This is an optimization exercise on Yosys and OpenROAD, whose aim is small area and a short achievable clock period, not a production implementation.
In this exercise RTL edits were held to simulation tests only and were not proved equivalent to the original.
No activity file was given, so power comes from the tool's default toggle rates.

==> flow/design.v (outline; a module is shown in full before it is edited, if it fits) <==
// module abs_difference: 8 lines
// module SAD_4x8: 1106 lines
// module sad_fa: 4 lines
// module sad_ha: 4 lines
// module control: 28 lines
// module top_level: 165 lines
module top_level
#(parameter WIDTH = 8)
(
	input clk, rst, init, finish, ack,
	input [WIDTH-1:0]
		ori_0,
		ori_1,
		ori_2,
		ori_3,
		ori_4,
		ori_5,
		ori_6,
		ori_7,
		ori_8,
		ori_9,
		ori_10,
		ori_11,
		ori_12,
		ori_13,
		ori_14,
		ori_15,
		ori_16,
		ori_17,
		ori_18,
		ori_19,
		ori_20,
		ori_21,
		ori_22,
		ori_23,
		ori_24,
		ori_25,
		ori_26,
		ori_27,
		ori_28,
		ori_29,
		ori_30,
		ori_31,
		can_0,
		can_1,
		can_2,
		can_3,
		can_4,
		can_5,
		can_6,
		can_7,
		can_8,
		can_9,
		can_10,
		can_11,
		can_12,
		can_13,
		can_14,
		can_15,
		can_16,
		can_17,
		can_18,
		can_19,
		can_20,
		can_21,
		can_22,
		can_23,
		can_24,
		can_25,
		can_26,
		can_27,
		can_28,
		can_29,
		can_30,
		can_31,
	output done,
	output [WIDTH+4:0] out_sad
	);
  // ...
==> flow/flow/run.sh <==
#!/bin/bash
# The standard layout, except that the port buffers are buf_1 cells
# (buffer_ports otherwise picks the slow, large clkdlybuf4s50_1). repair_design
# and repair_timing still resize them as they do any buffer.
set -euo pipefail
export BUFFER_PORTS_ARGS="-buffer_cell sky130_fd_sc_hd__buf_1"
bash standard.sh finish > standard.log 2>&1
==> flow/standard.sh <==
#!/bin/bash
# synth_recipe.tcl (not shown) runs the flow's synth.tcl, then flattens the netlist and writes it again
# the make line also repeats each setting of config.mk as NAME=value (left out here)
make -C /OpenROAD-flow-scripts/flow DESIGN_CONFIG=/design/flow/config.mk WORK_HOME=/design/flow/orfs CLKGATE_MAP_FILE= SYNTH_SCRIPT=/design/flow/synth_recipe.tcl "${@:-finish}"
==> flow/config.mk <==
export PLATFORM = sky130hd
export DESIGN_NAME = top_level
export DESIGN_NICKNAME = top_level
export VERILOG_FILES = /design/flow/design.v
export SDC_FILE = /design/flow/constraint.sdc
export NUM_CORES = 4
export LEC_CHECK = 0
export CAP_MARGIN = 20
export CORE_MARGIN = 2
export CORE_UTILIZATION = 40
export SLEW_MARGIN = 20
export SYNTH_HIERARCHICAL = 1
export SYNTH_MINIMUM_KEEP_SIZE = 0
==> flow/constraint.sdc <==
create_clock -name core_clock -period 5.8 [get_ports {clk}]
set_input_delay 1.1600 -clock core_clock [delete_from_list [all_inputs] [get_ports {clk}]]
set_output_delay 1.1600 -clock core_clock [all_outputs]
set_load 0.01 [all_outputs]
==> flow_summary.ini, run 1 <==
[global_routing]
number_of_antenna_violations_at_the_first_check_in_global_routing = 0
grt-busiest-layer = met2

[status]
outcome = timing/DRC/antenna clean

[floorplan]
core_area_sq_um = 65700
start_util_pct = 40.4
fp.dieW_um = 262
tapcell.inserted = 864
dieArea_sq_um = 68500
num_rows = 94

[cells_and_area]
layout.cells.largest_class = multi-input gates
reg.largest.list = b_SAD_4x8.ra (196), b_SAD_4x8.rb (45), total (13)
non_clock_inverter_count = 430
sequential_cell_area_sq_um = 5200
mostFrequentLayoutCell = sky130_fd_sc_hd__buf_1

[logic_synthesis]
netlist.area_leader.share_pct = 22.3
synth-seq-cells = 259

[critical_path]
worstRegToRegCells = 11
cp_cell_sequence = fa_1 > fa_1 > ha_1 > nor2b_1 > o31a_1 > o31ai_4 > a21oi_1 > or4_1 > nand4_1 > nand3_1 > a21oi_1
worst_r2r_endpoint = total[12]
data_arrival_time_of_the_critical_path_ns = 3.92
critPathRequiredTime_ns = 6.29

[sta]
final-max-slew-violation-count = 0
worst-slew-pin-transition_ns = 0.947
fmax_mhz = 291

[routing]
drtAntennaViolNets = 0
drt_drc_violations_left = 0
routed_metal_1_wirelength_mm = 34.1

[power]
p_seq_share_pct = 19.0
power.largest_group = combinational cells
power_leakage_nw = 13.5
clockNetworkPower_mw = 2.08

[clocking]
clock_latency_ns = 0.56
clock_sink_count = 259
clk_pin_slew_worst_paths_ns = 0.06

[worst_hold_path]
holdCritPathClass = input port to async pin
==> inputs of run 2 (changes only) <==
--- a/flow/config.mk
+++ b/flow/config.mk
@@ -5,6 +5,7 @@
 export SDC_FILE = /design/flow/constraint.sdc
 export NUM_CORES = 4
 export LEC_CHECK = 0
+export ABC_AREA = 1
 export CAP_MARGIN = 20
 export CORE_MARGIN = 2
 export CORE_UTILIZATION = 40
==> run 2 against run 1 <==
First-iteration DRC count increased by 23%. Critical endpoint is now b_SAD_4x8.rb[27]. Largest power group unchanged. Combinational power about the same. Wire length increased by 9.7%. Non-clock buffer count unchanged. Clock power decreased by 13%. Highest routed layer unchanged.
==> flow_summary.ini, run 2 <==
[routing]
drt_drc_violations_left = 0
drtAntennaViolNets = 0
detail_route.wirelength_mm = 80.0
drt-pass1-iter-count = 5
maxUsedRoutingLayer = met4
routed-via-count = 24837
vias_per_cell = 4.50
detailroute.wirelength.met3_mm = 2.41
avgRoutedWirePerCell_um = 14.5
routed_metal_1_wirelength_mm = 37.7
routed-wl-met2_mm = 39.1
drtIter0Drc = 1016

[sta]
timing.final.hold_violations = 0
fmax_mhz = 328
worst-slew-pin-transition_ns = 0.597
finClkSkew_ns = 0.0331
rsz_0062_raised_after_global_routing = no
timing.final.crit_period_ns = 3.05
final-max-slew-violation-count = 0
maxSlewHeadroom_pct = 60.1
setup_viol = 0
layout_worst_path_cycle_share_pct = 52.6
setup_tns_ns = 0

[cells_and_area]
antenna_cells = 0
max_flop_register = b_SAD_4x8.ra
nFillCells = 7353
reg.largest.list = b_SAD_4x8.ra (196), b_SAD_4x8.rb (45), total (13)
final_util_pct = 45.9
layout-drive-gt1-share_pct = 3.70
syn2layout_area_growth_pct = 14.2
largest_register_ffs = 196
final_net_count = 5642
final_cell_area_sq_um = 32700
mostFrequentLayoutCell = sky130_fd_sc_hd__nand2_1
layoutNonFillerInstCount = 5517
mostFrequentLayoutCells = 1365 x sky130_fd_sc_hd__nand2_1, 834 x sky130_fd_sc_hd__inv_1, 530 x sky130_fd_sc_hd__buf_1

[critical_path]
worst-r2r-setup-slack_ns = 2.75
worst_r2r_endpoint = b_SAD_4x8.rb[27]
critPathRequiredTime_ns = 6.24
crit_path_end_kind = flip-flop
timing.critical_path.from_type = flip-flop
launch_point_of_the_critical_path = b_SAD_4x8.ra[125]
critical_path.reg2reg.startpoint = b_SAD_4x8.ra[125]
setup.worst_path.class = flip-flop to flip-flop
cp_max_fo = 1
data_arrival_time_of_the_critical_path_ns = 3.49
worstRegToRegCells = 5

[floorplan]
dieArea_sq_um = 73800
num_rows = 98
fp.dieW_um = 272
core_area_sq_um = 71200
die_height_um = 272
start_util_pct = 40.2
number_of_ports_placed_on_the_die_boundary = 531

[clocking]
clock_tree.buffer_depth = 3
clock_latency_ns = 0.58
count_of_buffers_added_by_post_cts_timing_repair_for_setup = 0
clock_sink_count = 259
cts_resized = 0
clock_buffer_count_from_cts = 29
clk_pin_slew_worst_paths_ns = 0.06
cts.hold.buffers_added = 0
cts.htree.levels = 1
cts_tree = yes
clock-root-buffer = sky130_fd_sc_hd__clkbuf_16

[global_routing]
globalRoute.totalOverflow = 0
grt_start_max_net_pins = 16
groute.usage.overall_pct = 21.6
grt_pass1_wl_mm = 126
number_of_global_route_vias_before_repair = 24302
number_of_antenna_violations_at_the_first_check_in_global_routing = 0

[logic_synthesis]
top_post_synthesis_cells_by_area = sky130_fd_sc_hd__fa_1 21%, sky130_fd_sc_hd__dfxtp_1 18%, sky130_fd_sc_hd__nand2_1 18%
synth_area_sq_um = 28700
asyncSetResetFlopFracSynth_pct = 1.16
netlist.area_leader.share_pct = 20.7
synth_fp_nets = 5085
yosys.cell_types.count = 29
synth-seq-cells = 259
yosys-top-cells-count = 1365 x sky130_fd_sc_hd__nand2_1, 834 x sky130_fd_sc_hd__inv_1, 296 x sky130_fd_sc_hd__fa_1
post_synth_inst_count = 3989
library_cell_with_the_highest_instance_count_after_synthesis = sky130_fd_sc_hd__nand2_1
leading_area_contributor_after_synthesis = sky130_fd_sc_hd__fa_1
post_synth_edffs = 0
synth_warnings = 9
ys_dominant_reg_cell = sky130_fd_sc_hd__dfxtp_1
synth.yosys.seq_area_share_pct = 18.1
synth_area_per_cell_sq_um = 7.19

[place]
portBuffers = 530
numPlacedInstances = 5465
place.gp.congestion = 0.917
placed_cell_area_sq_um = 31800
place.detailed.hpwl_mm = 71.8

[status]
outcome = timing/DRC/antenna clean

[power]
power.total_mw = 18.5
ir_worst_vdd_mv = 0.655
power.density_cell_area_nw_per_um2 = 565
power_leakage_nw = 18.0

[worst_hold_path]
holdCritPathClass = flip-flop to flip-flop
hold_path_startpoint = b_control.busy
holdPathStages = 0
timing.hold.worst_endpoint = en_1

[job]
max-cap-violations = 0
## run 2: worst max-delay path, cell delays in order (launching register included)
cell	delay [ns]
sky130_fd_sc_hd__dfxtp_1	0.43
sky130_fd_sc_hd__fa_1	0.54
sky130_fd_sc_hd__fa_1	0.49
sky130_fd_sc_hd__fa_1	0.52
sky130_fd_sc_hd__fa_1	0.54
sky130_fd_sc_hd__fa_1	0.43
## run 2: kinds of logic (layout without fill, tap and decap cells)
logic type      count (synthesis)  after routing  synth area share (%)
simple gates                 1997           1997                  29.6
buf+inv                       862           1440                  11.4
fa+ha+maj                     579            579                  33.0
flops                         259            259                  18.1
xor+xnor                      175            175                  5.35
compound gates                117            117                  2.49
## run 2: report_power, final
group          internal, mW  total (mW)  switching (mW)
clock                  1.06        1.81           0.756
combinational          5.67        13.1            7.44
sequential             2.91        3.56           0.655
total                  9.63        18.5            8.85
## run 2: stage by stage
stage | hold slack, ns | setup slack (ns)
final | 0.442 | 2.75
after floorplan | 0.402 | 2.77
after global routing | 0.435 | 2.69
after global placement | 0.429 | 2.45
after CTS | 0.428 | 2.76
after detailed placement | 0.425 | 2.42
## run 2: modules after synthesis, one instance, submodules excluded
module     cell area (sq um)  flip-flops and latches  copies in the design
sad_ha                  12.5                       0                    15
control                  133                       3                     1
sad_fa                  20.0                       0                   263
SAD_4x8                22600                     241                     1
top_level                524                      15                     1
## run 2: worst max-delay path by stage
stage / endpoint / slack (ns) / depth (start not counted)
after CTS: b_SAD_4x8.rb[23] / 2.76 / 5
final: b_SAD_4x8.rb[27] / 2.75 / 5
after detailed placement: b_SAD_4x8.ra[181] / 2.42 / 12
after global routing: total[6] / 2.69 / 10
after global placement: b_SAD_4x8.ra[58] / 2.45 / 10
after floorplan: b_SAD_4x8.ra[39] / 2.77 / 13
## run 2: layout make-up
class | count | area, sq um | share of cell area (%)
flip-flops and latches | 259 | 5200 | 15.9
multi-input cells | 2868 | 20200 | 61.7
inverters | 858 | 3220 | 9.84
clock inverters | 11 | 115 | 0.352
clock buffers | 41 | 811 | 2.48
well taps | 950 | 1190 | 3.63
repair buffers | 530 | 1990 | 6.08
## run 2: routing by layer
layer | track usage [%] | up-vias
li1 | - | 13141
met1 | 29.3 | 11246
met2 | 38.5 | 406
met3 | 1.70 | 44
met4 | 2.37 | 0
met5 | 0 | -
==> inputs of run 3 (changes only) <==
--- a/flow/config.mk
+++ b/flow/config.mk
@@ -9,6 +9,7 @@
 export CAP_MARGIN = 20
 export CORE_MARGIN = 2
 export CORE_UTILIZATION = 40
+export SETUP_SLACK_MARGIN = 2.6
 export SLEW_MARGIN = 20
 export SYNTH_HIERARCHICAL = 1
 export SYNTH_MINIMUM_KEEP_SIZE = 0
==> run 3 against run 2 <==
Combinational power is essentially flat. Synthesized cell count is the same. Final cell count is the same. Wire length is the same. Critical path type unchanged. Clock skew is the same. Area after synthesis is the same. Final area is the same. Sequential power is essentially flat. Die area is the same. Core utilization is the same. Via count is the same.
==> flow_summary.ini, run 3 <==
[status]
outcome = timing/DRC/antenna clean

[cells_and_area]
mostFrequentLayoutCell = sky130_fd_sc_hd__nand2_1
max_flop_register = b_SAD_4x8.ra
antenna_cells = 0
layoutNonFillerInstCount = 5517
largest_register_ffs = 196
final_cell_area_sq_um = 32700
layout-drive-gt1-share_pct = 3.70
syn2layout_area_growth_pct = 14.2
mostFrequentLayoutCells = 1365 x sky130_fd_sc_hd__nand2_1, 834 x sky130_fd_sc_hd__inv_1, 530 x sky130_fd_sc_hd__buf_1
multiInputGateArea_sq_um = 20200
final_net_count = 5642
nFillCells = 7353
reg.largest.list = b_SAD_4x8.ra (196), b_SAD_4x8.rb (45), total (13)
sequential_cell_area_sq_um = 5200

[routing]
drt-pass1-iter-count = 5
drt_drc_violations_left = 0
avgRoutedWirePerCell_um = 14.5
routed-via-count = 24837
vias_per_cell = 4.50
drtIter0Drc = 1016
detail_route.wirelength_mm = 80.0
drtAntennaViolNets = 0

[critical_path]
timing.critical_path.mode_cell = sky130_fd_sc_hd__fa_1
crit_family = adder cells
critical_path.n_buffers_inverters = 0
critical_path.reg2reg.startpoint = b_SAD_4x8.ra[125]
worst-r2r-setup-slack_ns = 2.75
crit_path_end_kind = flip-flop
data_arrival_time_of_the_critical_path_ns = 3.49
cp_max_fo = 1
cp_cell_sequence = fa_1 > fa_1 > fa_1 > fa_1 > fa_1
critPathRequiredTime_ns = 6.24
cp_slowest_cell = sky130_fd_sc_hd__fa_1
timing.critical_path.slowest_cell_delay_ns = 0.54
timing.critical_path.from_type = flip-flop
setup.worst_path.class = flip-flop to flip-flop
worst_r2r_endpoint = b_SAD_4x8.rb[27]
worstRegToRegCells = 5

[logic_synthesis]
top_post_synthesis_cells_by_area = sky130_fd_sc_hd__fa_1 21%, sky130_fd_sc_hd__dfxtp_1 18%, sky130_fd_sc_hd__nand2_1 18%
synth-seq-cells = 259
yosys.cell_types.count = 29
post_synth_edffs = 0
asyncSetResetFlopFracSynth_pct = 1.16
netlist.area_leader.share_pct = 20.7
synth_warnings = 9
library_cell_with_the_highest_instance_count_after_synthesis = sky130_fd_sc_hd__nand2_1
synth_fp_nets = 5085
yosys-top-cells-count = 1365 x sky130_fd_sc_hd__nand2_1, 834 x sky130_fd_sc_hd__inv_1, 296 x sky130_fd_sc_hd__fa_1
ys_dominant_reg_cell = sky130_fd_sc_hd__dfxtp_1
synth_area_sq_um = 28700
synth.yosys.seq_area_share_pct = 18.1
post_synth_inst_count = 3989
synth_area_per_cell_sq_um = 7.19
leading_area_contributor_after_synthesis = sky130_fd_sc_hd__fa_1

[floorplan]
number_of_ports_placed_on_the_die_boundary = 531
dieArea_sq_um = 73800
core_area_sq_um = 71200
num_rows = 98
start_util_pct = 40.2
die_height_um = 272
fp.dieW_um = 272

[clocking]
cts_tree = yes
clock_sink_count = 259
count_of_buffers_added_by_post_cts_timing_repair_for_setup = 0
clock_tree.buffer_depth = 3
cts_resized = 0
cts.htree.levels = 1
clock_latency_ns = 0.58
cts.hold.buffers_added = 0
clock-root-buffer = sky130_fd_sc_hd__clkbuf_16
clk_pin_slew_worst_paths_ns = 0.06
clock_buffer_count_from_cts = 29

[power]
power.clock.fraction_pct = 9.8
ir_worst_vdd_mv = 0.655
net_switching_component_of_the_power_mw = 8.85
switching_share_pct = 47.9
p_seq_share_pct = 19.3
p_int_mw = 9.63
pwr-share-comb_pct = 70.9
power.total_mw = 18.5
power.density_cell_area_nw_per_um2 = 565
power_leakage_nw = 18.0

[global_routing]
globalRoute.totalOverflow = 0
groute.usage.overall_pct = 21.6
number_of_global_route_vias_before_repair = 24302
number_of_antenna_violations_at_the_first_check_in_global_routing = 0
grt_pass1_wl_mm = 126
grt_start_max_net_pins = 16

[worst_hold_path]
holdPathStages = 0
holdCritPathClass = flip-flop to flip-flop
hold_path_startpoint = b_control.busy
timing.hold.worst_endpoint = en_1

[place]
numPlacedInstances = 5465
place.gp.congestion = 0.917
placed_cell_area_sq_um = 31800
place.detailed.hpwl_mm = 71.8
portBuffers = 530

[sta]
setup_viol = 0
final-max-slew-violation-count = 0
maxSlewHeadroom_pct = 60.1
timing.final.crit_period_ns = 3.05
finClkSkew_ns = 0.0331
hold_ws_ns = 0.442
rsz_0062_raised_after_global_routing = no
setup_tns_ns = 0
timing.final.hold_violations = 0
worst-slew-pin-transition_ns = 0.597
layout_worst_path_cycle_share_pct = 52.6
fmax_mhz = 328

[job]
max-cap-violations = 0
-- run 3: cell counts in the layout (fill, tap and decap cells not counted) --
No cell type changed its count.
-- run 3: cell families (layout without fill, tap and decap cells) --
kind of cell / count (synthesis) / in the layout / synth area share [%]
fa+ha+maj: 579 / 579 / 33.0
buf+inv: 862 / 1440 / 11.4
xor+xnor: 175 / 175 / 5.35
simple gates: 1997 / 1997 / 29.6
compound gates: 117 / 117 / 2.49
flops: 259 / 259 / 18.1
-- run 3: routing by layer --
metal  vias up  track usage (%)  wire [um]
met2       406             38.5      39100
met4         0             2.37        863
met1     11246             29.3      37700
met3        44             1.70       2410
met5         -                0          0
li1      13141                -          -
-- run 3: layout make-up --
cell class,count,share of cell area (%)
clock buffers,41,2.48
flip-flops and latches,259,15.9
multi-input cells,2868,61.7
clock inverters,11,0.352
repair buffers,530,6.08
well taps,950,3.63
inverters,858,9.84
-- run 3: worst register-to-register path, delay by kind of cell, from the launching register on --
family,cells,cell delay (ns)
fa+ha+maj,5,2.53
flops,1,0.43
-- run 3: per-stage QoR --
| step | worst slack [ns] | utilization, % |
|---|---|---|
| global route | 2.69 | 45.9 |
| finish | 2.75 | 45.9 |
| floorplan | 2.77 | - |
| CTS | 2.76 | 45.9 |
| detailed placement | 2.42 | 44.6 |
| global placement | 2.45 | 44.6 |
-- run 3: power by group through the flow --
stage / sequential [mW] / combinational (mW) / clock (mW)
floorplan: 3.30 / 9.05 / 0
global placement: 3.63 / 13.0 / 0
detailed placement: 3.62 / 13.2 / 0
CTS: 3.59 / 13.3 / 1.86
global route: 3.66 / 15.1 / 1.93
finish: 3.56 / 13.1 / 1.81
-- run 3: worst max-delay path by stage --
stage | from | end | slack, ns | cells after the start
floorplan | can_25[0] | b_SAD_4x8.ra[39] | 2.77 | 13
global placement | can_9[0] | b_SAD_4x8.ra[58] | 2.45 | 10
detailed placement | can_15[0] | b_SAD_4x8.ra[181] | 2.42 | 12
CTS | b_SAD_4x8.ra[104] | b_SAD_4x8.rb[23] | 2.76 | 5
global route | b_SAD_4x8.rb[5] | total[6] | 2.69 | 10
finish | b_SAD_4x8.ra[125] | b_SAD_4x8.rb[27] | 2.75 | 5
-- run 3: Yosys stat by module (local to each module, per instance) --
| module | cells inside | copies in the design | flip-flops and latches | cell area [sq um] |
|---|---|---|---|---|
| SAD_4x8 | 3636 | 1 | 241 | 22600 |
| control | 16 | 1 | 3 | 133 |
| sad_fa | 1 | 263 | 0 | 20.0 |
| sad_ha | 1 | 15 | 0 | 12.5 |
| top_level | 59 | 1 | 15 | 524 |
==> inputs of run 4 (changes only) <==
--- a/flow/config.mk
+++ b/flow/config.mk
@@ -9,7 +9,7 @@
 export CAP_MARGIN = 20
 export CORE_MARGIN = 2
 export CORE_UTILIZATION = 40
-export SETUP_SLACK_MARGIN = 2.6
+export SETUP_SLACK_MARGIN = 3.1
 export SLEW_MARGIN = 20
 export SYNTH_HIERARCHICAL = 1
 export SYNTH_MINIMUM_KEEP_SIZE = 0
==> run 4 against run 3 <==
Die area is the same. Synthesized cell count unchanged. Largest power group unchanged. Non-clock buffer count increased by 27. Worst setup slack improved by 0.032 ns. Largest cell class unchanged.
==> flow_summary.ini, run 4 <==
[status]
outcome = timing/DRC/antenna clean

[logic_synthesis]
post_synth_inst_count = 3989
synth_area_per_cell_sq_um = 7.19
synth_area_sq_um = 28700
asyncSetResetFlopFracSynth_pct = 1.16
synth_warnings = 9
top_post_synthesis_cells_by_area = sky130_fd_sc_hd__fa_1 21%, sky130_fd_sc_hd__dfxtp_1 18%, sky130_fd_sc_hd__nand2_1 18%
leading_area_contributor_after_synthesis = sky130_fd_sc_hd__fa_1
synth_fp_nets = 5085
yosys-top-cells-count = 1365 x sky130_fd_sc_hd__nand2_1, 834 x sky130_fd_sc_hd__inv_1, 296 x sky130_fd_sc_hd__fa_1
synth.yosys.seq_area_share_pct = 18.1
ys_dominant_reg_cell = sky130_fd_sc_hd__dfxtp_1
netlist.area_leader.share_pct = 20.7
post_synth_edffs = 0
library_cell_with_the_highest_instance_count_after_synthesis = sky130_fd_sc_hd__nand2_1
yosys.cell_types.count = 29
synth-seq-cells = 259

[critical_path]
timing.critical_path.slowest_cell_delay_ns = 0.63
timing.critical_path.mode_cell = sky130_fd_sc_hd__fa_2
cp_slowest_cell = sky130_fd_sc_hd__fa_2
cp_num_cells = 5
cp_max_fo = 1
setup.worst_path.class = flip-flop to flip-flop
critPathRequiredTime_ns = 6.30
cp_cell_sequence = fa_2 > fa_1 > fa_2 > fa_2 > fa_2
critical_path.n_buffers_inverters = 0
crit_path_end_kind = flip-flop
crit_family = adder cells
worst-r2r-setup-slack_ns = 2.78
worstRegToRegCells = 5
launch_point_of_the_critical_path = b_SAD_4x8.ra[75]
data_arrival_time_of_the_critical_path_ns = 3.51
worst_r2r_endpoint = b_SAD_4x8.rb[15]
timing.critical_path.from_type = flip-flop
critical_path.reg2reg.startpoint = b_SAD_4x8.ra[75]

[cells_and_area]
nFillCells = 7039
layout-drive-gt1-share_pct = 16.5
mostFrequentLayoutCell = sky130_fd_sc_hd__nand2_1
final_net_count = 5676
mostFrequentLayoutCells = 1297 x sky130_fd_sc_hd__nand2_1, 754 x sky130_fd_sc_hd__inv_1, 507 x sky130_fd_sc_hd__buf_1
max_flop_register = b_SAD_4x8.ra
final_util_pct = 50.5
reg.largest.list = b_SAD_4x8.ra (196), b_SAD_4x8.rb (45), total (13)
layoutNonFillerInstCount = 5552
syn2layout_area_growth_pct = 25.4
antenna_cells = 0
largest_register_ffs = 196

[floorplan]
core_area_sq_um = 71200
die_height_um = 272
fp.dieW_um = 272
number_of_ports_placed_on_the_die_boundary = 531
num_rows = 98
dieArea_sq_um = 73800
start_util_pct = 40.2

[clocking]
clock_latency_ns = 0.57
cts_tree = yes
clock_tree.buffer_depth = 3
clock_sink_count = 259
clk_pin_slew_worst_paths_ns = 0.06
clock_buffer_count_from_cts = 29
cts.htree.levels = 1
clock-root-buffer = sky130_fd_sc_hd__clkbuf_16

[sta]
setup_tns_ns = 0
finClkSkew_ns = 0.0234
timing.final.crit_period_ns = 3.02
layout_worst_path_cycle_share_pct = 52.0
fmax_mhz = 332
setup_viol = 0
rsz_0062_raised_after_global_routing = yes
hold_ws_ns = 0.437
timing.final.hold_violations = 0
worst-slew-pin-transition_ns = 0.739
maxSlewHeadroom_pct = 50.7
final-max-slew-violation-count = 0

[power]
power_leakage_nw = 18.5
power.density_cell_area_nw_per_um2 = 587
power.total_mw = 21.1
ir_worst_vdd_mv = 0.741

[global_routing]
number_of_global_route_vias_before_repair = 24644
globalRoute.totalOverflow = 0
grt_start_max_net_pins = 16
number_of_antenna_violations_at_the_first_check_in_global_routing = 1
grt_pass1_wl_mm = 127
groute.usage.overall_pct = 21.9

[place]
numPlacedInstances = 5465
place.detailed.hpwl_mm = 73.1
place.gp.congestion = 0.909
portBuffers = 530

[routing]
routed-via-count = 25326
vias_per_cell = 4.56
drtIter0Drc = 1180
drt_drc_violations_left = 0
detail_route.wirelength_mm = 82.3
drt-pass1-iter-count = 5
avgRoutedWirePerCell_um = 14.8
drtAntennaViolNets = 0

[worst_hold_path]
holdCritPathClass = input port to async pin

[job]
max-cap-violations = 0
[run 4: cell counts after synthesis]
No cell type changed its count.
[run 4: Yosys stat by module (local to each module, per instance)]
module,flip-flops and latches,times used
control,3,1
sad_fa,0,263
SAD_4x8,241,1
top_level,15,1
sad_ha,0,15
[run 4: cell type report]
class | instances | area [sq um] | share of cell area, %
Multi-Input combinational cell | 2875 | 22700 | 63.1
Sequential cell | 259 | 5230 | 14.6
Tap cell | 950 | 1190 | 3.31
Inverter | 858 | 3570 | 9.93
Clock buffer | 43 | 878 | 2.44
Timing Repair Buffer | 557 | 2280 | 6.36
Clock inverter | 10 | 119 | 0.331
[run 4: kinds of logic (layout without fill, tap and decap cells)]
logic type | Yosys count | in the layout | share of synthesized area, %
compound gates | 117 | 117 | 2.49
fa+ha+maj | 579 | 579 | 33.0
simple gates | 1997 | 2004 | 29.6
xor+xnor | 175 | 175 | 5.35
flops | 259 | 259 | 18.1
buf+inv | 862 | 1468 | 11.4
[run 4: timing repair]
action                     CTS  global route
setup endpoints to repair   55           110
cloned                       0             7
pin swaps                   21            89
buffers inserted             2            25
hold buffers                 0             0
gates resized for setup     68           150
[run 4: per-layer routing]
| metal | global-route usage, % | part of all wire [%] |
|---|---|---|
| met3 | 2.46 | 3.8 |
| met2 | 38.8 | 49 |
| met4 | 3.64 | 1.6 |
| met5 | 0 | 0 |
| met1 | 29.0 | 45 |
[run 4: per-stage QoR]
step | cell area, sq um | setup slack [ns]
after floorplan | 30700 | 2.86
after CTS | 35000 | 2.80
final | 35900 | 2.78
after detailed placement | 33800 | 2.37
after global placement | 33800 | 2.43
after global routing | 35900 | 2.77
[run 4: power by group]
group | internal, mW | switching, mW | leakage (nW) | total [mW]
combinational | 7.16 | 8.44 | 15.9 | 15.6
sequential | 2.92 | 0.658 | 2.19 | 3.58
clock | 1.13 | 0.774 | 0.483 | 1.91
total | 11.2 | 9.87 | 18.5 | 21.1
[run 4: worst max-delay path by stage]
stage	to	slack (ns)
after floorplan	b_SAD_4x8.ra[30]	2.86
after global placement	b_SAD_4x8.ra[29]	2.43
after detailed placement	b_SAD_4x8.ra[58]	2.37
after CTS	b_SAD_4x8.rb[19]	2.80
after global routing	b_SAD_4x8.rb[15]	2.77
final	b_SAD_4x8.rb[15]	2.78
==> inputs of run 5 (changes only) <==
--- a/flow/config.mk
+++ b/flow/config.mk
@@ -9,7 +9,7 @@
 export CAP_MARGIN = 20
 export CORE_MARGIN = 2
 export CORE_UTILIZATION = 40
-export SETUP_SLACK_MARGIN = 3.1
+export SETUP_SLACK_MARGIN = 2.9
 export SLEW_MARGIN = 20
 export SYNTH_HIERARCHICAL = 1
 export SYNTH_MINIMUM_KEEP_SIZE = 0
==> run 5 against run 4 <==
Highest routed layer unchanged. Final cell count decreased by 0.56%. Still clean. Maximum frequency increased by 2.6%. Non-clock buffer count decreased by 26. Worst hold slack got worse by 0.0032 ns. Core utilization decreased by 3.6 points.
==> flow_summary.ini, run 5 <==
[status]
outcome = timing/DRC/antenna clean

[routing]
routed_metal_1_wirelength_mm = 35.9
drtIter0Drc = 1140
routed-wl-met2_mm = 41.5
drtAntennaViolNets = 0
drt_drc_violations_left = 0
avgRoutedWirePerCell_um = 15.1
routed-via-count = 25145
vias_per_cell = 4.55
drt-pass1-iter-count = 6
maxUsedRoutingLayer = met4
detailroute.wirelength.met3_mm = 3.66
detail_route.wirelength_mm = 83.1

[clocking]
clock_tree.buffer_depth = 3
cts.htree.levels = 1
clk_pin_slew_worst_paths_ns = 0.07
clock-root-buffer = sky130_fd_sc_hd__clkbuf_16
cts.hold.buffers_added = 0
clock_buffer_count_from_cts = 28
clock_latency_ns = 0.58
clock_sink_count = 259
cts_tree = yes

[floorplan]
dieArea_sq_um = 73800
core_area_sq_um = 71200
num_rows = 98
start_util_pct = 40.2
number_of_ports_placed_on_the_die_boundary = 531
die_height_um = 272
fp.dieW_um = 272

[critical_path]
cp_max_fo = 1
cp_slowest_cell = sky130_fd_sc_hd__fa_1
crit_path_end_kind = flip-flop
data_arrival_time_of_the_critical_path_ns = 3.37
setup.worst_path.class = flip-flop to flip-flop
worst_r2r_endpoint = b_SAD_4x8.rb[15]
worst-r2r-setup-slack_ns = 2.86
critical_path.n_buffers_inverters = 0
critical_path.reg2reg.startpoint = b_SAD_4x8.ra[69]
timing.critical_path.from_type = flip-flop
worstRegToRegCells = 5
critPathRequiredTime_ns = 6.23
timing.critical_path.mode_cell = sky130_fd_sc_hd__fa_1
crit_family = adder cells
cp_cell_sequence = fa_1 > fa_1 > fa_1 > fa_1 > fa_1
timing.critical_path.slowest_cell_delay_ns = 0.61

[global_routing]
number_of_global_route_vias_before_repair = 24591
groute.usage.overall_pct = 22.2
grt_pass1_wl_mm = 128
globalRoute.totalOverflow = 0
grt_start_max_net_pins = 16
number_of_antenna_violations_at_the_first_check_in_global_routing = 6

[sta]
finClkSkew_ns = 0.0304
timing.final.hold_violations = 0
worst-slew-pin-transition_ns = 0.615
layout_worst_path_cycle_share_pct = 50.7
setup_viol = 0
rsz_0062_raised_after_global_routing = yes
setup_tns_ns = 0
fmax_mhz = 340
final-max-slew-violation-count = 0
timing.final.crit_period_ns = 2.94
maxSlewHeadroom_pct = 59.0

[logic_synthesis]
yosys-top-cells-count = 1365 x sky130_fd_sc_hd__nand2_1, 834 x sky130_fd_sc_hd__inv_1, 296 x sky130_fd_sc_hd__fa_1
synth_area_sq_um = 28700
post_synth_inst_count = 3989
synth.yosys.seq_area_share_pct = 18.1
synth-seq-cells = 259
leading_area_contributor_after_synthesis = sky130_fd_sc_hd__fa_1
synth_warnings = 9
netlist.area_leader.share_pct = 20.7
yosys.cell_types.count = 29
synth_fp_nets = 5085
post_synth_edffs = 0
asyncSetResetFlopFracSynth_pct = 1.16
synth_area_per_cell_sq_um = 7.19
library_cell_with_the_highest_instance_count_after_synthesis = sky130_fd_sc_hd__nand2_1
ys_dominant_reg_cell = sky130_fd_sc_hd__dfxtp_1
top_post_synthesis_cells_by_area = sky130_fd_sc_hd__fa_1 21%, sky130_fd_sc_hd__dfxtp_1 18%, sky130_fd_sc_hd__nand2_1 18%

[cells_and_area]
reg.largest.list = b_SAD_4x8.ra (196), b_SAD_4x8.rb (45), total (13)
sequential_cell_area_sq_um = 5230
multiInputGateArea_sq_um = 20700
largest_register_ffs = 196
max_flop_register = b_SAD_4x8.ra
mostFrequentLayoutCells = 1352 x sky130_fd_sc_hd__nand2_1, 819 x sky130_fd_sc_hd__inv_1, 529 x sky130_fd_sc_hd__buf_1
final_cell_area_sq_um = 33400
final_net_count = 5642
mostFrequentLayoutCell = sky130_fd_sc_hd__nand2_1
layout-drive-gt1-share_pct = 6.68
nFillCells = 7266
syn2layout_area_growth_pct = 16.5

[worst_hold_path]
holdCritPathClass = input port to async pin

[place]
placed_cell_area_sq_um = 32300
place.gp.congestion = 0.915
place.detailed.hpwl_mm = 74.9
portBuffers = 530

[job]
max-cap-violations = 0

[power]
power_leakage_nw = 18.1
power.density_cell_area_nw_per_um2 = 566
ir_worst_vdd_mv = 0.577
run 5: changes by cell type in the layout (fill, tap and decap cells not counted), moves of 40 or more:
cell                      delta
sky130_fd_sc_hd__ha_1       +40
sky130_fd_sc_hd__nand3_2    -59
sky130_fd_sc_hd__ha_4       -41
sky130_fd_sc_hd__inv_1      +65
sky130_fd_sc_hd__fa_1       +97
sky130_fd_sc_hd__fa_2       -97
sky130_fd_sc_hd__nand2_1    +55
sky130_fd_sc_hd__nand2_2    -46
sky130_fd_sc_hd__nand3_1    +59
run 5: power breakdown:
part / total, mW / leakage, nW / switching, mW / internal (mW)
sequential: 3.63 / 2.19 / 0.705 / 2.92
clock: 1.89 / 0.474 / 0.760 / 1.13
combinational: 13.4 / 15.4 / 7.57 / 5.82
run 5: cell families (layout without fill, tap and decap cells):
logic type	after synthesis	after routing	share of synthesized area [%]
and+or+nand+nor	1997	1997	29.6
buffers and inverters	862	1440	11.4
adders and majority gates	579	579	33.0
DFF	259	259	18.1
xor gates and xnor gates	175	175	5.35
AOI/OAI and AO/OA	117	117	2.49
other	0	4	0
run 5: final cells by class:
cell class,instances,area share [%]
clock inverters,7,0.423
clock buffers,44,2.52
inverters,858,9.81
diodes,4,0.0300
flip-flops and latches,259,15.7
multi-input cells,2868,62.0
repair buffers,531,5.98
well taps,950,3.56
run 5: per-stage QoR:
stage / util [%] / worst slack [ns] / hold WS [ns] / power, mW / cells
CTS: 46.8 / 2.87 / 0.411 / 18.8 / 5516
global placement: 45.3 / 2.43 / 0.433 / 16.7 / 5465
finish: 46.9 / 2.86 / 0.434 / 18.9 / 5521
floorplan: - / 2.86 / 0.402 / 12.4 / 3989
global route: 46.9 / 2.80 / 0.423 / 21.1 / 5521
detailed placement: 45.3 / 2.38 / 0.435 / 16.8 / 5465
run 5: metal layers:
metal / up-vias / GRT usage, %
met5: - / 0
met4: 0 / 5.34
met3: 88 / 3.00
met2: 483 / 40.1
met1: 11448 / 28.0
li1: 13126 / -
run 5: timing repair:
item,4_1_cts,5_1_grt
setup endpoints to repair,17,16
buffers inserted,0,1
pin swaps,11,14
gates cloned,0,0
resized for setup,31,28
run 5: worst max path at each step:
stage / start / endpoint / slack (ns) / cells after the start
after floorplan: can_4[0] / b_SAD_4x8.ra[29] / 2.86 / 10
after global placement: can_2[0] / b_SAD_4x8.ra[2] / 2.43 / 11
after detailed placement: can_5[0] / b_SAD_4x8.ra[56] / 2.38 / 11
after CTS: b_SAD_4x8.ra[71] / b_SAD_4x8.rb[15] / 2.87 / 5
after global routing: b_SAD_4x8.ra[120] / b_SAD_4x8.rb[23] / 2.80 / 5
final: b_SAD_4x8.ra[69] / b_SAD_4x8.rb[15] / 2.86 / 5
run 5: Yosys stat by module, one instance, submodules excluded:
module	copies in the design	cell area, sq um	flip-flops and latches
top_level	1	524	15
SAD_4x8	1	22600	241
sad_ha	15	12.5	0
sad_fa	263	20.0	0
control	1	133	3
run 5: worst reg2reg max path, cell delays in order (launching register included):
cell                      delay (ns)
sky130_fd_sc_hd__dfxtp_1        0.33
sky130_fd_sc_hd__fa_1           0.61
sky130_fd_sc_hd__fa_1           0.46
sky130_fd_sc_hd__fa_1           0.46
sky130_fd_sc_hd__fa_1           0.52
sky130_fd_sc_hd__fa_1           0.42
==> inputs of run 6 (changes only) <==
--- a/flow/config.mk
+++ b/flow/config.mk
@@ -8,7 +8,8 @@
 export ABC_AREA = 1
 export CAP_MARGIN = 20
 export CORE_MARGIN = 2
-export CORE_UTILIZATION = 40
+export CORE_UTILIZATION = 45
+export PLACE_DENSITY = 0.9
 export SETUP_SLACK_MARGIN = 2.9
 export SLEW_MARGIN = 20
 export SYNTH_HIERARCHICAL = 1
==> run 6 against run 5 <==
Still clean. Clock skew increased by 0.0074 ns. Non-clock buffer count decreased by 1. Maximum frequency decreased by 1.4%. Combinational power increased by 3%. Critical path depth unchanged. Via count increased by 4.4%. Largest power group unchanged. Highest routed layer is now met5.
==> flow_summary.ini, run 6 <==
[logic_synthesis]
yosys-top-cells-count = 1365 x sky130_fd_sc_hd__nand2_1, 834 x sky130_fd_sc_hd__inv_1, 296 x sky130_fd_sc_hd__fa_1
synth_fp_nets = 5085
top_post_synthesis_cells_by_area = sky130_fd_sc_hd__fa_1 21%, sky130_fd_sc_hd__dfxtp_1 18%, sky130_fd_sc_hd__nand2_1 18%
ys_dominant_reg_cell = sky130_fd_sc_hd__dfxtp_1
synth.yosys.seq_area_share_pct = 18.1
yosys.cell_types.count = 29
asyncSetResetFlopFracSynth_pct = 1.16
synth-seq-cells = 259
netlist.area_leader.share_pct = 20.7
post_synth_edffs = 0
synth_area_per_cell_sq_um = 7.19
synth_warnings = 9
synth_area_sq_um = 28700
leading_area_contributor_after_synthesis = sky130_fd_sc_hd__fa_1
post_synth_inst_count = 3989
library_cell_with_the_highest_instance_count_after_synthesis = sky130_fd_sc_hd__nand2_1

[place]
placed_cell_area_sq_um = 32100
portBuffers = 530
numPlacedInstances = 5361
place.gp.congestion = 0.965
post-place-ws_ns = 2.34
place.detailed.hpwl_mm = 74.9

[critical_path]
worstRegToRegCells = 5
critPathRequiredTime_ns = 6.23
crit_path_end_kind = flip-flop
setup.worst_path.class = flip-flop to flip-flop
cp_slowest_cell = sky130_fd_sc_hd__fa_2
timing.critical_path.from_type = flip-flop
timing.critical_path.slowest_cell_delay_ns = 0.63
data_arrival_time_of_the_critical_path_ns = 3.41
worst-r2r-setup-slack_ns = 2.82
timing.critical_path.mode_cell = sky130_fd_sc_hd__fa_1
cp_max_fo = 1
cp_cell_sequence = fa_2 > fa_1 > fa_2 > fa_1 > fa_1
worst_r2r_endpoint = b_SAD_4x8.rb[19]
critical_path.reg2reg.startpoint = b_SAD_4x8.ra[99]

[routing]
drt_drc_violations_left = 0
maxUsedRoutingLayer = met5
detail_route.wirelength_mm = 84.5
drtAntennaViolNets = 0
vias_per_cell = 4.85
routed_metal_1_wirelength_mm = 35.1
drt-pass1-iter-count = 8
avgRoutedWirePerCell_um = 15.6
drtIter0Drc = 1570
routed-wl-met2_mm = 41.4
routed-via-count = 26258
detailroute.wirelength.met3_mm = 4.45

[status]
outcome = timing/DRC/antenna clean

[cells_and_area]
syn2layout_area_growth_pct = 16.2
mostFrequentLayoutCell = sky130_fd_sc_hd__nand2_1
mostFrequentLayoutCells = 1352 x sky130_fd_sc_hd__nand2_1, 819 x sky130_fd_sc_hd__inv_1, 527 x sky130_fd_sc_hd__buf_1
layoutNonFillerInstCount = 5416
max_flop_register = b_SAD_4x8.ra
final_util_pct = 52.8
largest_register_ffs = 196
final_net_count = 5641
reg.largest.list = b_SAD_4x8.ra (196), b_SAD_4x8.rb (45), total (13)
sequential_cell_area_sq_um = 5240
nFillCells = 5936
final_cell_area_sq_um = 33300
multiInputGateArea_sq_um = 20700
layout-drive-gt1-share_pct = 6.88

[global_routing]
globalRoute.totalOverflow = 0
groute.usage.overall_pct = 25.4
grt_start_max_net_pins = 16
grt_pass1_wl_mm = 133
number_of_antenna_violations_at_the_first_check_in_global_routing = 7
number_of_global_route_vias_before_repair = 26107

[clocking]
cts.hold.buffers_added = 0
clk_pin_slew_worst_paths_ns = 0.06
count_of_buffers_added_by_post_cts_timing_repair_for_setup = 0
clock-root-buffer = sky130_fd_sc_hd__clkbuf_16
cts.htree.levels = 1
cts_tree = yes
clock_sink_count = 259
clock_latency_ns = 0.59
clock_buffer_count_from_cts = 28
clock_tree.buffer_depth = 3

[sta]
setup_ws_ns = 2.82
setup_tns_ns = 0
timing.final.crit_period_ns = 2.98
setup_viol = 0
timing.final.hold_violations = 0
maxSlewHeadroom_pct = 56.3
finClkSkew_ns = 0.0378
rsz_0062_raised_after_global_routing = yes
layout_worst_path_cycle_share_pct = 51.4
worst-slew-pin-transition_ns = 0.655
hold_ws_ns = 0.432
fmax_mhz = 335
final-max-slew-violation-count = 0

[power]
power_leakage_nw = 18.1
ir_worst_vdd_mv = 0.683
power.total_mw = 19.3
power.density_cell_area_nw_per_um2 = 581

[floorplan]
fp.dieW_um = 256
start_util_pct = 45.4
number_of_ports_placed_on_the_die_boundary = 531
die_height_um = 256
num_rows = 92
dieArea_sq_um = 65700
core_area_sq_um = 63100

[job]
max-cap-violations = 0

[worst_hold_path]
holdCritPathClass = input port to async pin
[run 6: modules after synthesis, one instance, submodules excluded]
| module | times used | cell area [sq um] | flops+latches |
|---|---|---|---|
| control | 1 | 133 | 3 |
| sad_fa | 263 | 20.0 | 0 |
| SAD_4x8 | 1 | 22600 | 241 |
| top_level | 1 | 524 | 15 |
| sad_ha | 15 | 12.5 | 0 |
[run 6: worst max-delay path, delay by kind of cell, from the launching register on]
kind,cells,cell delay [ns]
flops,1,0.33
fa+ha+maj,5,2.50
[run 6: where the power goes]
group,internal (mW),switching (mW)
clock network,1.14,0.766
registers,2.93,0.726
logic,5.97,7.81
[run 6: timing repair]
item / CTS / global route
pin swaps: 20 / 13
endpoints found under the hold margin: 0 / 0
gates resized for setup: 41 / 27
setup endpoints to repair: 18 / 18
[run 6: kinds of logic (layout without fill, tap and decap cells)]
| logic type | count (synthesis) | count (layout) | share of synthesized area [%] |
|---|---|---|---|
| AND/OR/NAND/NOR | 1997 | 1997 | 29.6 |
| adder cells (fa/ha/maj) | 579 | 579 | 33.0 |
| XOR/XNOR | 175 | 175 | 5.35 |
| buffers and inverters | 862 | 1439 | 11.4 |
| flip-flops | 259 | 259 | 18.1 |
| AO/OA/AOI/OAI | 117 | 117 | 2.49 |
| other | 0 | 4 | 0 |
[run 6: final cells by class]
cell class / instances / share of cell area, %
flip-flops and latches: 259 / 15.7
clock inverters: 9 / 0.455
multi-input cells: 2868 / 62.2
diodes: 4 / 0.0301
repair buffers: 530 / 5.99
inverters: 858 / 9.84
clock buffers: 42 / 2.53
well taps: 846 / 3.18
[run 6: how the worst max path moves through the flow]
stage / from / endpoint / slack (ns) / cells past startpoint
2_1_floorplan: can_4[0] / b_SAD_4x8.ra[29] / 2.86 / 10
3_3_place_gp: can_2[0] / b_SAD_4x8.ra[2] / 2.46 / 11
3_5_place_dp: can_5[0] / b_SAD_4x8.ra[56] / 2.34 / 11
4_1_cts: b_SAD_4x8.ra[99] / b_SAD_4x8.rb[19] / 2.80 / 5
5_1_grt: b_SAD_4x8.ra[99] / b_SAD_4x8.rb[19] / 2.77 / 5
6_report: b_SAD_4x8.ra[99] / b_SAD_4x8.rb[19] / 2.82 / 5
[run 6: routing by layer]
layer,GRT usage (%),vias up
met5,0,-
met4,8.62,6
met3,3.19,193
met2,45.7,841
met1,31.2,12097
li1,-,13121

[separate check: timing with driven ports]
Ports are ideal in the flow. The routed layouts listed here were re-timed in OpenROAD. Step 1: set_driving_cell puts a clkbuf_16 on clk and a buf_2 on each other input, an assumption about the parent block. Step 2 also shifts input and output timing later by t, the mid clock arrival at the registers, as if the neighbouring blocks saw the same clock. a / b / c = no drivers / after step 1 / after step 2; a / b = the first two.
run	shift t [ns]	slack for setup (ns)	slew at the worst register clock pin (ns)	pins driven straight from the clock port
run 1	0.620	2.368 / 2.368 / 1.889	0.07 / 0.07	1
run 2	0.616	2.751 / 2.751 / 2.401	0.07 / 0.07	1
run 3	0.616	2.751 / 2.751 / 2.401	0.07 / 0.07	1
run 4	0.625	2.784 / 2.784 / 2.560	0.06 / 0.06	1
run 5	0.619	2.860 / 2.860 / 2.398	0.07 / 0.07	1
run 6	0.622	2.819 / 2.819 / 2.395	0.07 / 0.07	1
After both steps setup and hold are still met in every run listed. For run 1, which loses most, drivers alone change the setup slack by 0.000 ns; drivers and shift together by -0.479 ns.
